Context: an optimization exercise on an open-source flow, tuned for small area. The choices shown serve that exercise and are no tape-out recipe. Where RTL was checked, it was by simulation tests only, not by an equivalence proof against the original. The flow treats the clock pin as an ideal source. Dropping or thinning the clock tree relies on that and would not hold on a real chip. Power figures rest on the tool's default switching activity, not on a simulated workload.

==> v35 <==
## Convolution_pipeline
module Convolution_pipeline(
    clk,
    rst_n,
    in_valid,
    In_IFM_1,
    In_IFM_2,
    In_IFM_3,
    In_IFM_4,
    In_Weight_1,
    In_Weight_2,
    In_Weight_3,
    In_Weight_4,
    Out_OFM
    );
input clk, rst_n;
input in_valid;
input [3:0] In_IFM_1;
input [3:0] In_IFM_2;
input [3:0] In_IFM_3;
input [3:0] In_IFM_4;
input [3:0] In_Weight_1;
input [3:0] In_Weight_2;
input [3:0] In_Weight_3;
input [3:0] In_Weight_4;
output [11:0] Out_OFM;
wire pp1_00, pp1_01, pp1_02, pp1_03, pp1_10, pp1_11, pp1_12, pp1_13, pp1_20, pp1_21, pp1_22, pp1_23, pp1_30, pp1_31, pp1_32, pp1_33, pp2_00, pp2_01, pp2_02, pp2_03, pp2_10, pp2_11, pp2_12, pp2_13, pp2_20, pp2_21, pp2_22, pp2_23, pp2_30, pp2_31, pp2_32, pp2_33, pp3_00, pp3_01, pp3_02, pp3_03, pp3_10, pp3_11, pp3_12, pp3_13, pp3_20, pp3_21, pp3_22, pp3_23, pp3_30, pp3_31, pp3_32, pp3_33, pp4_00, pp4_01, pp4_02, pp4_03, pp4_10, pp4_11, pp4_12, pp4_13, pp4_20, pp4_21, pp4_22, pp4_23, pp4_30, pp4_31, pp4_32, pp4_33, fs1, fc2, fs3, fc4, fs5, fc6, fs7, fc8, fs9, fc10, fs11, fc12, fs13, fc14, fs15, fc16, fs17, fc18, fs19, fc20, fs21, fc22, fs23, fc24, fs25, fc26, fs27, fc28, fs29, fc30, fs31, fc32, fs33, fc34, fs35, fc36, fs37, fc38, fs39, fc40, fs41, fc42, fs43, fc44, fs45, fc46, fs47, fc48, fs49, fc50, fs51, fc52, fs53, fc54, fs55, fc56, fs57, fc58, fs59, fc60, fs61, fc62, fs63, fc64, fs65, fc66, fs67, fc68, fs69, fc70, fs71, fc72, fs73, fc74, fs75, fc76, fs77, fc78, fs79, fc80, fs81, fc82, fs83, fc84, fs85, fc86, fs87, fc88, fs89, fc90, x91, cn92, x93, cn94, x95, x96, cn97, fs98, fc99, fs100, fc101, fs102, fc103, fs104, fc105, fs106, fc107, fs108, fc109, x110, cn111, x112, cn113, x114, cn115, x116, cn117, x118, x119, cn120, x121, x122, cn123;
assign pp1_00 = ~(In_IFM_1[0] & In_Weight_1[0]);
assign pp1_01 = ~(In_IFM_1[0] & In_Weight_1[1]);
assign pp1_02 = ~(In_IFM_1[0] & In_Weight_1[2]);
assign pp1_03 = ~(In_IFM_1[0] & In_Weight_1[3]);
assign pp1_10 = ~(In_IFM_1[1] & In_Weight_1[0]);
assign pp1_11 = ~(In_IFM_1[1] & In_Weight_1[1]);
assign pp1_12 = ~(In_IFM_1[1] & In_Weight_1[2]);
assign pp1_13 = ~(In_IFM_1[1] & In_Weight_1[3]);
  ...
Settings: LEC_CHECK=0, CAP_MARGIN=0, CORE_MARGIN=2, CORE_UTILIZATION=60, GPL_TIMING_DRIVEN=0, PLACE_DENSITY=0.7, SLEW_MARGIN=0, SYNTH_HIERARCHICAL=1, SYNTH_MINIMUM_KEEP_SIZE=0; clock period 3.0 ns.
standard.sh (not shown) runs the stock make flow with config.mk's settings and CLKGATE_MAP_FILE= SYNTH_SCRIPT=/design/flow/synth_recipe.tcl, a recipe that flattens the netlist after the stock synthesis.
==> flow/flow/run.sh <==
#!/bin/bash
# The standard layout (the standard.sh), with three changes:
#  - the port buffers are buf_1 cells (the default picks a 10 um2 delay buffer)
#  - CTS inserts no dummy clock loads
#  - after CTS, regroup_clock.tcl drives the clock pins from three of CTS's
#    four leaf buffers instead of four (same tree depth)
export BUFFER_PORTS_ARGS="-buffer_cell sky130_fd_sc_hd__buf_1"
export CTS_ARGS="-sink_clustering_enable -repair_clock_nets -dont_use_dummy_load"
export POST_CTS_TCL="$PWD/flow/regroup_clock.tcl"
export CLOCK_LEAVES=3
bash standard.sh > standard.log 2>&1
==> flow/flow/regroup_clock.tcl <==
# Rebuild the leaf level of the clock tree that CTS made: the clock pins are
# split into CLOCK_LEAVES groups by position (k-means), each driven by one of
# CTS's own leaf buffers moved to the middle of its group; the leaf buffers
# left over are removed.  No clock pin changes its depth in the tree.
set block [ord::get_db_block]
set nleaf $::env(CLOCK_LEAVES)
set root [$block findInst clkbuf_0_clk]
set rootnet [[$root findITerm X] getNet]
set leaves {}
foreach it [$rootnet getITerms] {
  set inst [$it getInst]
  if {$inst != $root && [string match "*clkbuf*" [[$inst getMaster] getName]]} { lappend leaves $inst }
}
if {[llength $leaves] <= $nleaf} {
  puts "clock regroup: [llength $leaves] leaf buffers, nothing to do"
  return
}
# clock pins and their positions
set sinks {}
foreach leaf $leaves {
  foreach it [[[$leaf findITerm X] getNet] getITerms] {
    if {[$it getInst] == $leaf} { continue }
    set bb [[$it getInst] getBBox]
    lappend sinks [list $it [expr {([$bb xMin]+[$bb xMax])/2.0}] [expr {([$bb yMin]+[$bb yMax])/2.0}]]
  }
}
puts "clock regroup: [llength $sinks] clock pins, [llength $leaves] leaf buffers -> $nleaf"
# k-means, seeded by the sinks sorted along x
set srt [lsort -real -index 1 $sinks]
set n [llength $srt]
set cx {}; set cy {}
for {set k 0} {$k < $nleaf} {incr k} {
  set s [lindex $srt [expr {int(($k+0.5)*$n/$nleaf)}]]
  lappend cx [lindex $s 1]; lappend cy [lindex $s 2]
}
for {set iter 0} {$iter < 50} {incr iter} {
  set asg {}
  foreach s $sinks {
    set best 0; set bd 1e30
    for {set k 0} {$k < $nleaf} {incr k} {
      set d [expr {abs([lindex $s 1]-[lindex $cx $k]) + abs([lindex $s 2]-[lindex $cy $k])}]
      if {$d < $bd} { set bd $d; set best $k }
    }
    lappend asg $best
  }
  # balance: cap each group at ceil(n/nleaf)+1 by moving farthest members
  set ncx {}; set ncy {}
  for {set k 0} {$k < $nleaf} {incr k} {
    set sx 0; set sy 0; set c 0
    foreach s $sinks a $asg { if {$a == $k} { set sx [expr {$sx+[lindex $s 1]}]; set sy [expr {$sy+[lindex $s 2]}]; incr c } }
    if {$c > 0} { lappend ncx [expr {$sx/$c}]; lappend ncy [expr {$sy/$c}] } else { lappend ncx [lindex $cx $k]; lappend ncy [lindex $cy $k] }
  }
  set cx $ncx; set cy $ncy
}
set counts {}
for {set k 0} {$k < $nleaf} {incr k} { set c 0; foreach a $asg { if {$a == $k} { incr c } }; lappend counts $c }
puts "clock regroup: group sizes $counts"
# drop the extra leaf buffers
foreach leaf [lrange $leaves $nleaf end] {
  set onet [[$leaf findITerm X] getNet]
  foreach it [$onet getITerms] { $it disconnect }
  [$leaf findITerm A] disconnect
  odb::dbInst_destroy $leaf
  odb::dbNet_destroy $onet
}
set leaves [lrange $leaves 0 [expr {$nleaf-1}]]
# reconnect the clock pins and move the leaf buffers
foreach s $sinks { [lindex $s 0] disconnect }
for {set k 0} {$k < $nleaf} {incr k} {
  set leaf [lindex $leaves $k]
  set onet [[$leaf findITerm X] getNet]
  foreach s $sinks a $asg { if {$a == $k} { [lindex $s 0] connect $onet } }
  set bb [$leaf getBBox]
  $leaf setLocation [expr {int([lindex $cx $k] - ([$bb xMax]-[$bb xMin])/2)}] [expr {int([lindex $cy $k])}]
  $leaf setPlacementStatus PLACED
}
if {[info exists ::env(CLOCK_ROOT_CELL)]} { replace_cell [get_cells [$root getName]] $::env(CLOCK_ROOT_CELL) }
detailed_placement
estimate_parasitics -placement
==> v26 (differences from v35) <==
--- a/flow/design.v
+++ b/flow/design.v
@@ -135,15 +135,15 @@
 Conv_fa u_fs89 (.a(fc76), .b(fs67), .c(fs77), .s(fs89), .co(fc90));
 Conv_xor u_x91 (.a(pp4_00), .b(fs1), .y(x91));
 Conv_or u_cn92 (.a(pp4_00), .b(fs1), .y(cn92));
 Conv_xor u_x93 (.a(fs71), .b(cn92), .y(x93));
 Conv_or u_cn94 (.a(fs71), .b(cn92), .y(cn94));
 Conv_xor u_x95 (.a(fc72), .b(fs75), .y(x95));
 Conv_xor u_x96 (.a(x95), .b(cn94), .y(x96));
-assign cn97 = (fc72 & fs75) | (cn94 & (fc72 | fs75));
+assign cn97 = x95 ? cn94 : fc72;
 Conv_fa u_fs98 (.a(r1[5]), .b(r1[6]), .c(r1[7]), .s(fs98), .co(fc99));
 Conv_fa u_fs100 (.a(r1[10]), .b(r1[11]), .c(r1[8]), .s(fs100), .co(fc101));
 Conv_fa u_fs102 (.a(r1[9]), .b(fc99), .c(fs100), .s(fs102), .co(fc103));
 Conv_fa u_fs104 (.a(r1[12]), .b(r1[13]), .c(r1[14]), .s(fs104), .co(fc105));
 Conv_fa u_fs106 (.a(fc101), .b(fs104), .c(fc103), .s(fs106), .co(fc107));
 Conv_fa u_fs108 (.a(r1[15]), .b(r1[16]), .c(fc105), .s(fs108), .co(fc109));
 Conv_xor u_x110 (.a(r1[3]), .b(r1[4]), .y(x110));
@@ -152,18 +152,18 @@
 Conv_or u_cn113 (.a(fs98), .b(cn111), .y(cn113));
 Conv_xor u_x114 (.a(fs102), .b(cn113), .y(x114));
 Conv_or u_cn115 (.a(fs102), .b(cn113), .y(cn115));
 Conv_xor u_x116 (.a(fs106), .b(cn115), .y(x116));
 Conv_or u_cn117 (.a(fs106), .b(cn115), .y(cn117));
 Conv_xor u_x118 (.a(fc107), .b(fs108), .y(x118));
 Conv_xor u_x119 (.a(x118), .b(cn117), .y(x119));
-assign cn120 = (fc107 & fs108) | (cn117 & (fc107 | fs108));
+assign cn120 = x118 ? cn117 : fc107;
 Conv_xor u_x121 (.a(r1[17]), .b(fc109), .y(x121));
 Conv_xor u_x122 (.a(x121), .b(cn120), .y(x122));
-assign cn123 = (r1[17] & fc109) | (cn120 & (r1[17] | fc109));
+assign cn123 = x121 ? cn120 : r1[17];
 reg [17:0] r1;
 reg [9:0] s2, s3;
 always @(posedge clk) begin
     if (in_valid) begin
         r1[0] <= x91;
         r1[1] <= x93;
         r1[2] <= x96;
==> flow/flow/run.sh (replaced) <==
#!/bin/bash
# The standard layout (the standard.sh), with two changes:
#  - the port buffers are buf_1 cells (the default picks a 10 um2 delay buffer)
#  - CTS inserts no dummy clock loads
export BUFFER_PORTS_ARGS="-buffer_cell sky130_fd_sc_hd__buf_1"
export CTS_ARGS="-sink_clustering_enable -repair_clock_nets -dont_use_dummy_load"
bash standard.sh > standard.log 2>&1
removed: flow/flow/regroup_clock.tcl
==> v5 (differences from v35) <==
--- a/flow/design.v
+++ b/flow/design.v
@@ -130,40 +130,40 @@
 Conv_fa u_fs79 (.a(fs43), .b(fs59), .c(fs61), .s(fs79), .co(fc80));
 Conv_fa u_fs81 (.a(fc38), .b(fc50), .c(fc66), .s(fs81), .co(fc82));
 Conv_fa u_fs83 (.a(fs47), .b(fc70), .c(fs63), .s(fs83), .co(fc84));
 Conv_fa u_fs85 (.a(fs49), .b(fc64), .c(fc74), .s(fs85), .co(fc86));
 Conv_fa u_fs87 (.a(fc68), .b(fc78), .c(fs69), .s(fs87), .co(fc88));
 Conv_fa u_fs89 (.a(fc76), .b(fs67), .c(fs77), .s(fs89), .co(fc90));
 Conv_xor u_x91 (.a(pp4_00), .b(fs1), .y(x91));
-Conv_or u_cn92 (.a(pp4_00), .b(fs1), .y(cn92));
+assign cn92 = pp4_00 | fs1;
 Conv_xor u_x93 (.a(fs71), .b(cn92), .y(x93));
-Conv_or u_cn94 (.a(fs71), .b(cn92), .y(cn94));
+assign cn94 = fs71 | cn92;
 Conv_xor u_x95 (.a(fc72), .b(fs75), .y(x95));
 Conv_xor u_x96 (.a(x95), .b(cn94), .y(x96));
-assign cn97 = (fc72 & fs75) | (cn94 & (fc72 | fs75));
+assign cn97 = x95 ? cn94 : fc72;
 Conv_fa u_fs98 (.a(r1[5]), .b(r1[6]), .c(r1[7]), .s(fs98), .co(fc99));
 Conv_fa u_fs100 (.a(r1[10]), .b(r1[11]), .c(r1[8]), .s(fs100), .co(fc101));
 Conv_fa u_fs102 (.a(r1[9]), .b(fc99), .c(fs100), .s(fs102), .co(fc103));
 Conv_fa u_fs104 (.a(r1[12]), .b(r1[13]), .c(r1[14]), .s(fs104), .co(fc105));
 Conv_fa u_fs106 (.a(fc101), .b(fs104), .c(fc103), .s(fs106), .co(fc107));
 Conv_fa u_fs108 (.a(r1[15]), .b(r1[16]), .c(fc105), .s(fs108), .co(fc109));
 Conv_xor u_x110 (.a(r1[3]), .b(r1[4]), .y(x110));
-Conv_or u_cn111 (.a(r1[3]), .b(r1[4]), .y(cn111));
+assign cn111 = r1[3] | r1[4];
 Conv_xor u_x112 (.a(fs98), .b(cn111), .y(x112));
-Conv_or u_cn113 (.a(fs98), .b(cn111), .y(cn113));
+assign cn113 = fs98 | cn111;
 Conv_xor u_x114 (.a(fs102), .b(cn113), .y(x114));
-Conv_or u_cn115 (.a(fs102), .b(cn113), .y(cn115));
+assign cn115 = fs102 | cn113;
 Conv_xor u_x116 (.a(fs106), .b(cn115), .y(x116));
-Conv_or u_cn117 (.a(fs106), .b(cn115), .y(cn117));
+assign cn117 = fs106 | cn115;
 Conv_xor u_x118 (.a(fc107), .b(fs108), .y(x118));
 Conv_xor u_x119 (.a(x118), .b(cn117), .y(x119));
-assign cn120 = (fc107 & fs108) | (cn117 & (fc107 | fs108));
+assign cn120 = x118 ? cn117 : fc107;
 Conv_xor u_x121 (.a(r1[17]), .b(fc109), .y(x121));
 Conv_xor u_x122 (.a(x121), .b(cn120), .y(x122));
-assign cn123 = (r1[17] & fc109) | (cn120 & (r1[17] | fc109));
+assign cn123 = x121 ? cn120 : r1[17];
 reg [17:0] r1;
 reg [9:0] s2, s3;
 always @(posedge clk) begin
     if (in_valid) begin
         r1[0] <= x91;
         r1[1] <= x93;
         r1[2] <= x96;
@@ -227,17 +227,12 @@
 assign y = (en & d) | (en_n & q);
 endmodule
 module Conv_holdn(en_n, d, q, y);
 input en_n, d, q;
 output y;
 assign y = (~en_n & ~d) | (en_n & q);
 endmodule
-module Conv_or(a, b, y);
-input a, b;
-output y;
-assign y = a | b;
-endmodule
 module Conv_xor(a, b, y);
 input a, b;
 output y;
 assign y = a ^ b;
 endmodule
==> flow/flow/run.sh (replaced) <==
#!/bin/bash
# The standard layout (the standard.sh), with two changes:
#  - the port buffers are buf_1 cells (the default picks a 10 um2 delay buffer)
#  - CTS inserts no dummy clock loads
export BUFFER_PORTS_ARGS="-buffer_cell sky130_fd_sc_hd__buf_1"
export CTS_ARGS="-sink_clustering_enable -repair_clock_nets -dont_use_dummy_load"
bash standard.sh > standard.log 2>&1
ABC_AREA = 1   (was default)
removed: flow/flow/regroup_clock.tcl
==> comparison table <==
Run status: v35 finished clean; v5 finished clean; v26 finished clean
Met2 routing resource usage after global routing: v35 34.02%; v5 34.21%; v26 34.41%
Delay of the slowest cell on the worst path: v35 510 ps; v5 550 ps; v26 570 ps
Die Width: v35 74.86 um; v5 76.88 um; v26 75.01 um
Area grow syn2layout: v35 10.34%; v5 10.25%; v26 11.12%
Number of cells after detailed placement: v35 320; v5 395; v26 320
Met2 Routed Length: v35 2489 um; v5 2620 um; v26 2510 um
Share of cells above drive strength 1: v35 4.280%; v5 4.242%; v26 6.589%
Overall routing resource usage: v35 19.35%; v5 19.61%; v26 19.89%
Fillcell total: v35 344; v5 423; v26 348
Area of the core: v35 0.004786 mm2; v5 0.005107 mm2; v26 0.004786 mm2
Taps Inserted: v35 67; v5 70; v26 67
Detailed-route wire length per cell: v35 14.56 um; v5 12.71 um; v26 14.91 um
Power of the sequential group: v35 1140 uW; v5 1130 uW; v26 1160 uW
Distinct cell type count of the synthesized netlist: v35 16; v5 18; v26 17
Sequential portion of the cell area: v35 43.36%; v5 41.03%; v26 42.87%
Detailed placement HPWL: v35 3921 um; v5 4252 um; v26 4041 um
Weighted congestion reported at the end of routability-driven placement: v35 0.8730; v5 0.8653; v26 0.8914
DR WL met3: v35 204 um; v5 244 um; v26 213 um
Basic-gate share of the synthesized area counting and, or, nand and nor cells: v35 10.17%; v5 17.00%; v26 10.05%
Worst-case vdd ir drop: v35 0.0003065 V; v5 0.0004057 V; v26 0.0002699 V
Clock tree buffer count of the final layout: v35 4; v5 5; v26 5
Worst R2R Path Depth: v35 6; v5 10; v26 6
Multi-input logic area: v35 0.001563 mm2; v5 0.001614 mm2; v26 0.001577 mm2
Only the layout flow was run in v26; the RTL was not checked for function there.

static timing again, ports no longer ideal:
Ports are ideal in the flow. The routed layouts listed here were re-timed in OpenROAD.
Step 1 assumes that a clkbuf_16 drives the clock port and a buf_2 every other input.
Step 2 adds t to the input delays and takes it off the output delays; t is the mean of the earliest and latest rising clock arrival at the registers after step 1. Input paths then give back, and output paths get back, about the clock's delay inside the block.
a / b / c = ideal ports / drivers / drivers and shift; a / b = the first two.
| run | shift t [ns] | slack for setup (ns) | slew at the worst register clock pin (ns) |
|---|---|---|---|
| v35 | 0.317 | 0.120 / 0.120 / -0.126 | 0.10 / 0.10 |
| v26 | 0.306 | 0.047 / 0.052 / -0.255 | 0.09 / 0.09 |
| v5 | 0.308 | 0.162 / 0.168 / -0.141 | 0.09 / 0.09 |
Met with ideal ports but missed after step 2: setup timing in every run listed. For v5, which loses most, drivers alone change the setup slack by +0.006 ns; drivers and shift together by -0.303 ns.
